Background: an optimization exercise with open tools, aiming at small area. Do not read the settings as production practice. In this exercise RTL edits were held to simulation tests only and were not proved equivalent to the original. No activity file was given, so power comes from the tool's default toggle rates.

==> design.v <==
`timescale 1ns / 1ps
module debouncer(
    input CLK,
    input rst,
    input switch_input,
    output reg state,
    output trans_up,
    output trans_dn
    );
reg sync_0, sync_1;
always @ (posedge CLK)
begin
	if (rst)
		sync_0 <= 1'b0;
	else
		sync_0 <= switch_input;
end
always @ (posedge CLK)
begin
	if (rst)
		sync_1 <= 1'b0;
	else
		sync_1 <= sync_0;
end
reg [8:0] count;
wire idle = (state == sync_1);
wire finished = &count;
always @ (posedge CLK)
begin
	if (rst)
	begin
		count <= 0;
		state <= 1'b0;
	end
	else if(idle)
	begin
		count <= 0;
	end
	else
	begin
		count <= count + 16'd1;
		if(finished)
		begin
			state <= ~state;
		end
	end
end
assign trans_dn = ~idle & finished & ~state;
assign trans_up = ~idle & finished & state;
endmodule
`timescale 1ns / 1ps
module alarm(
    input CLK,
    input rst,
    input enable,
    output reg BUZZER
    );
reg [25:0] count;
always @ (posedge CLK)
begin
	if (rst)
	begin
		count <= 26'd0;
		BUZZER <= 1'b0;
	end
	else
	begin
		count <= count + 1;
		if ((count == 26'd32) & enable)
		begin
			BUZZER <= ~ BUZZER;
			count <= 0;
		end
		if (~enable)
		begin
			BUZZER <= 1'b0;
			count <= 0;
		end
	end
end
endmodule
`timescale 1ns / 1ps
module decoder(
    input CLK,
    input rst,
    input [3:0] D,
    output reg [7:0] SEG
    );
always @ (posedge CLK)
begin
	if (rst)
		SEG <= 8'b00000000;
	else
	case (D)
		4'd0: SEG <= 8'b00000011;
		4'd1: SEG <= 8'b10011111;
		4'd2: SEG <= 8'b00100101;
		4'd3: SEG <= 8'b00001101;
		4'd4: SEG <= 8'b10011001;
		4'd5: SEG <= 8'b01001001;
		4'd6: SEG <= 8'b01000001;
		4'd7: SEG <= 8'b00011111;
		4'd8: SEG <= 8'b00000001;
		4'd9: SEG <= 8'b00001001;
		default: SEG <= 8'b11111111;
	endcase
end
endmodule
`timescale 1ns / 1ps
module display(
    input CLK,
    input rst,
    input [3:0] units, tens, hundreds,
    output [7:0] SEG,
    output reg [2:0] DIGIT
    );
reg [3:0] digit_data;
reg [1:0] digit_posn;
reg [23:0] prescaler;
decoder decoder(.CLK(CLK), .rst(rst), .D(digit_data), .SEG(SEG));
always @ (posedge CLK)
begin
	if (rst)
	begin
		prescaler <= 24'd0;
		digit_posn <= 2'd0;
		digit_data <= 4'd0;
		DIGIT <= 3'b000;
	end
	else
	begin
		prescaler <= prescaler + 24'd1;
		if(prescaler == 24'd136)
		begin
			prescaler <= 24'd0;
			digit_posn <= digit_posn + 2'd1;
			if(digit_posn == 2'd0)
			begin
				digit_data <= units;
				DIGIT <= 3'b110;
			end
			if(digit_posn == 2'd1)
			begin
				digit_data <= tens;
				DIGIT <= 3'b101;
			end
			if(digit_posn == 2'd2)
			begin
				digit_data <= hundreds;
				DIGIT <= 3'b011;
				digit_posn <= 2'd0;
			end
		end
	end
end
endmodule
`timescale 1ns / 1ps
module timer(
    input CLK,
    input rst,
    input switch_up,
    input switch_dn,
    input switch_cancel,
    input switch_start_stop,
    output [7:0] SEG,
    output [2:0] DIGIT,
    output BUZZER
    );
wire s_up, s_dn, s_cancel, s_start_stop;
debouncer d1(.CLK(CLK), .rst(rst), .switch_input(switch_up), .trans_up(s_up));
debouncer d2(.CLK(CLK), .rst(rst), .switch_input(switch_dn), .trans_up(s_dn));
debouncer d3(.CLK(CLK), .rst(rst), .switch_input(switch_cancel), .trans_up(s_cancel));
debouncer d4(.CLK(CLK), .rst(rst), .switch_input(switch_start_stop), .trans_up(s_start_stop));
reg alarm_on;
alarm a(.CLK(CLK), .rst(rst), .BUZZER(BUZZER), .enable(alarm_on));
reg [3:0] secs;
reg [3:0] ten_secs;
reg [3:0] mins;
reg [3:0] mins_stored;
reg [25:0] prescaler;
display d(.CLK(CLK), .rst(rst), .units(secs), .tens(ten_secs), .hundreds(mins), .SEG(SEG), .DIGIT(DIGIT));
localparam SETTING = 0, RUNNING = 1, BEEPING = 2;
reg [1:0] state;
always @ (posedge CLK)
begin
	if (rst)
	begin
		alarm_on <= 1'b0;
		secs <= 4'd0;
		ten_secs <= 4'd0;
		mins <= 4'd1;
		mins_stored <= 4'd0;
		prescaler <= 26'd0;
		state <= SETTING;
	end
	else
	case (state)
		SETTING :
		begin
			handle_settings();
			if(s_start_stop)
			begin
				mins_stored <= mins;
				state <= RUNNING;
			end
		end
		RUNNING :
		begin
			decrement_time();
			if (s_start_stop)
			begin
				state <= SETTING;
			end
			if (s_cancel)
			begin
				reset_time();
				state <= SETTING;
			end
			if ((secs == 0) & (ten_secs == 0) & (mins == 0))
			begin
				alarm_on <= 1;
				state <= BEEPING;
			end
		end
		BEEPING :
		begin
			if (s_cancel)
			begin
				alarm_on <= 0;
				state <= SETTING;
				reset_time();
			end
		end
	endcase
end
task handle_settings;
begin
	if (s_up)
	begin
		mins <= mins + 1;
		if (mins == 9)
		begin
			mins <= 1;
		end
	end
	if (s_dn)
	begin
		mins <= mins - 1;
		if (mins == 1)
		begin
			mins <= 9;
		end
	end
end
endtask
task decrement_time;
begin
	prescaler <= prescaler + 1;
	if (prescaler == 26'd32767)
	begin
		prescaler <= 0;
		secs <= secs - 1;
		if (secs < 1)
		begin
			secs <= 9;
			ten_secs <= ten_secs - 1;
			if (ten_secs < 1)
			begin
				ten_secs <= 5;
				mins <= mins - 1;
			end
		end
	end
end
endtask
task reset_time;
begin
	secs <= 0;
	ten_secs <= 0;
	mins <= mins_stored;
end
endtask
endmodule
==> run.sh <==
#!/bin/bash
# synth_recipe.tcl (not shown) runs the flow's synth.tcl, then flattens the netlist and writes it again
# the make line also repeats each setting of config.mk as NAME=value (left out here)
make -C /OpenROAD-flow-scripts/flow DESIGN_CONFIG=/design/flow/config.mk WORK_HOME=/design/flow/orfs CLKGATE_MAP_FILE= SYNTH_SCRIPT=/design/flow/synth_recipe.tcl finish
==> config.mk <==
export PLATFORM = sky130hd
export DESIGN_NAME = timer
export DESIGN_NICKNAME = timer
export VERILOG_FILES = /design/flow/design.v
export SDC_FILE = /design/flow/constraint.sdc
export NUM_CORES = 4
export LEC_CHECK = 0
export CAP_MARGIN = 20
export CORE_MARGIN = 2
export CORE_UTILIZATION = 40
export SLEW_MARGIN = 20
==> constraint.sdc <==
create_clock -name core_clock -period 20.0 [get_ports {CLK}]
set_input_delay 4.0000 -clock core_clock [delete_from_list [all_inputs] [get_ports {CLK}]]
set_output_delay 4.0000 -clock core_clock [all_outputs]
set_load 0.01 [all_outputs]
==> reports/qor.csv <==
metric,value,unit
status,timing/DRC/antenna clean,
antenna_found_initial,0,
ys_seq_area_share,42.5,%
fin_crit_sh,26.7,%
synthCells,888,
io_pins,18,
crit_type,reg2out,
pwr-share-clk,46.7,%
post_synth.cell_area_avg,8.55,sq um
root_buffer,clkbuf_16,
fin_tns_setup,0,ps
viasPerCell,5.09,
sw_frac_of_total,21.8,%
synth_area_leaders,"dfxtp_1 (42%), nor2_1 (7.6%), xnor2_1 (6.7%), ha_1 (5.3%), xor2_1 (4.8%)",
final_nets,932,
use_met2,22.6,%
cts_tree,yes,
dp_hpwl,9350,um
grt_setup_unrepaired,no,
synth_edf_count,0,
area_growth,12.2,%
fin_cells,1139,
grtUsageMet1,20.2,%
cp-start-kind,flip-flop,
clk_latency,420,ps
cp-end-kind,primary output,
synth_async_sr_flop_share,0,%
cts-resized-gates,0,
relSlewSlack,33.4,%
layout-drive-gt1-share,4.42,%
synth_area_leader_cell,dfxtp_1,
core-area,18600,sq um
setup_viol_count_final,0,
grt_pass1_vias,5230,
rows,50,
slowest_delay,550,ps
crit_chain,clkdlybuf4s50_1,
worstHoldPathType,reg2reg,
worst_slew_pin_slew,989,ps
yosys_warnings,5,
ys_types,59,
cts_made_buffers,17,
track_usage,14.7,%
p_comb_share,5.9,%
fmax,188,MHz
drc_errors,0,
cp_slowest_cell,clkdlybuf4s50_1,
grt_pass1_wl,24400,um
hold_viol_final,0,
yosysMostFrequentCell,dfxtp_1,
first_iter_violations,221,
io_buffer_count,17,
crit_buf_inv,1,
grt_overflow,0,
rr_worst_depth,9,
synth_ff_type,dfxtp_1,
vias,5801,
fin_worst_skew,6.29,ps
synthTopCellsByCount,"dfxtp_1 (161), nor2_1 (153), nand2_1 (69)",
ir_worst_vdd,0.0000608,V
dieWidth,142,um
p_int,0.547,mW
grt_max_degree,47,
fp.dieH,142,um
grt.busiest_layer,met2,
p_leak,2.93,nW
syn_nets,926,
syn_area,7590,sq um
r2r_setup_slack,17460,ps
post_cts_buffers,0,
pwr_density_cell,82.0,nW/um^2
crit_required,16000,ps
crit_family,buffers and inverters,
clock_path_buffers,2,
setup.worst_path.start,a.BUZZER$_SDFFE_PP0P_,
crit_fanout,2,
crit_arrival,1330,ps
place_inst,1109,
netlist.area_leader.share,42.5,%
gp_congestion,0.770,
worstReg2RegEnd,mins[0]$_SDFFE_PP1P_,
wl,14100,um
fin_crit,5330,ps
htree_levels,4,
grt_use_met3,3.95,%
dieArea,20100,sq um
diodes,0,
wl_per_cell,12.4,um
regToRegStartpoint,d3.count[0]$_SDFF_PP0_,
crit_path_end,BUZZER,
finalPower,0.699,mW
path_clk_slew,60,ps
cts.sinks,161,
holdBufCountCts,0,
first_pass_iters,5,
ys_seq_elements,161,
switchingPower,0.152,mW
pwr-share-seq,47.4,%
initial_utilization,40.7,%
ant_nets,0,
crit_cells,1,
maxSlewViolCount,0,
cap_violations,0,
==> sequential cells by signal, summed over array words and instances, names as in the netlist, 2 cells and up <==
name           flops
d4.count           9
state              2
d1.count           9
d.decoder.SEG      8
d2.count           9
d.DIGIT            3
d.prescaler       24
secs               4
prescaler         26
d.digit_data       4
a.count           26
mins_stored        4
d3.count           9
mins               4
d.digit_posn       2
ten_secs           4
==> logic make-up (layout without fill, tap and decap cells) <==
logic type               after synthesis  in the layout  share of synthesized area [%]
AND/OR/NAND/NOR                      424            424                           27.6
flip-flops                           161            161                           42.5
XOR/XNOR                             100            100                           11.5
AO/OA/AOI/OAI                         78             78                           6.78
buffers and inverters                 74             91                           3.81
adder cells (fa/ha/maj)               32             32                           5.28
multiplexers                          19             19                           2.54
==> metal layers <==
metal  routed length (um)  vias to the layer above
met2                 6140                       77
met3                  514                       15
met5                    0                        -
met4                  162                        0
met1                 7330                     2647
li1                     -                     3062
==> placed cells by master (no fill, tap or decap), types with 25 or more instances in the layout <==
cell type,netlist,final
dfxtp_1,161,161
nor2_1,153,153
nand2_1,69,69
xnor2_1,58,58
nand3_1,57,57
inv_1,42,42
xor2_1,42,42
ha_1,32,32
nor4_1,27,27
nand4_1,25,25
==> how the worst min path moves through the flow <==
stage / start / end / slack, ps / cells after the start
2_1_floorplan: d1.sync_0$_SDFF_PP0_ / d1.sync_1$_SDFF_PP0_ / 410 / 1
3_3_place_gp: d3.sync_0$_SDFF_PP0_ / d3.sync_1$_SDFF_PP0_ / 420 / 1
3_5_place_dp: d3.sync_0$_SDFF_PP0_ / d3.sync_1$_SDFF_PP0_ / 430 / 1
4_1_cts: d3.sync_0$_SDFF_PP0_ / d3.sync_1$_SDFF_PP0_ / 440 / 1
5_1_grt: d3.sync_0$_SDFF_PP0_ / d3.sync_1$_SDFF_PP0_ / 460 / 1
6_report: d3.sync_0$_SDFF_PP0_ / d3.sync_1$_SDFF_PP0_ / 430 / 1
==> layout make-up <==
class	instances	area [sq um]
Fill cell	1844	10100
Clock inverter	5	103
Sequential cell	161	3220
Timing Repair Buffer	19	180
Inverter	42	158
Multi-Input combinational cell	653	4080
Clock buffer	25	485
Tap cell	234	293
==> power by group through the flow <==
stage	clock, mW	sequential (mW)	combinational (mW)
after floorplan	0	0.335	0.0360
after global placement	0	0.338	0.0413
after detailed placement	0	0.338	0.0409
after CTS	0.335	0.331	0.0412
after global routing	0.348	0.332	0.0466
final	0.327	0.331	0.0412
==> through the flow <==
stage,cell area [sq um],setup slack (ps),utilization [%],hold WS (ps)
finish,8520,14670,45.7,432
global route,8520,14560,45.7,461
CTS,8520,14640,45.7,441
detailed placement,7930,14260,42.5,430
global placement,7930,14290,42.5,418
floorplan,7590,14920,-,414

static timing again, ports no longer ideal:
How much do the figures lean on ideal ports? The routed layout below was timed once more, with nothing changed but the port constraints. Step 1 (the two cells are an assumption about what drives the block):
set clk [get_ports {CLK}]
set_driving_cell -lib_cell sky130_fd_sc_hd__clkbuf_16 $clk
set_driving_cell -lib_cell sky130_fd_sc_hd__buf_2 [delete_from_list [all_inputs] $clk]
Step 2 adds t to the input delays and takes it off the output delays; t is the mean of the earliest and latest rising clock arrival at the registers after step 1. Input paths then give back, and output paths get back, about the clock's delay inside the block. Slacks: ideal / step 1 / step 2; pairs: ideal / step 1.
shift t [ns]: 0.464
setup slack, ns: 14.669 / 14.623 / 14.318
hold WS [ns]: 0.432 / 0.432 / 0.432
worst register clock-pin slew, ns: 0.06 / 0.06
After both steps setup and hold are still met in this run. For this run, drivers alone change the setup slack by -0.046 ns; drivers and shift together by -0.351 ns.
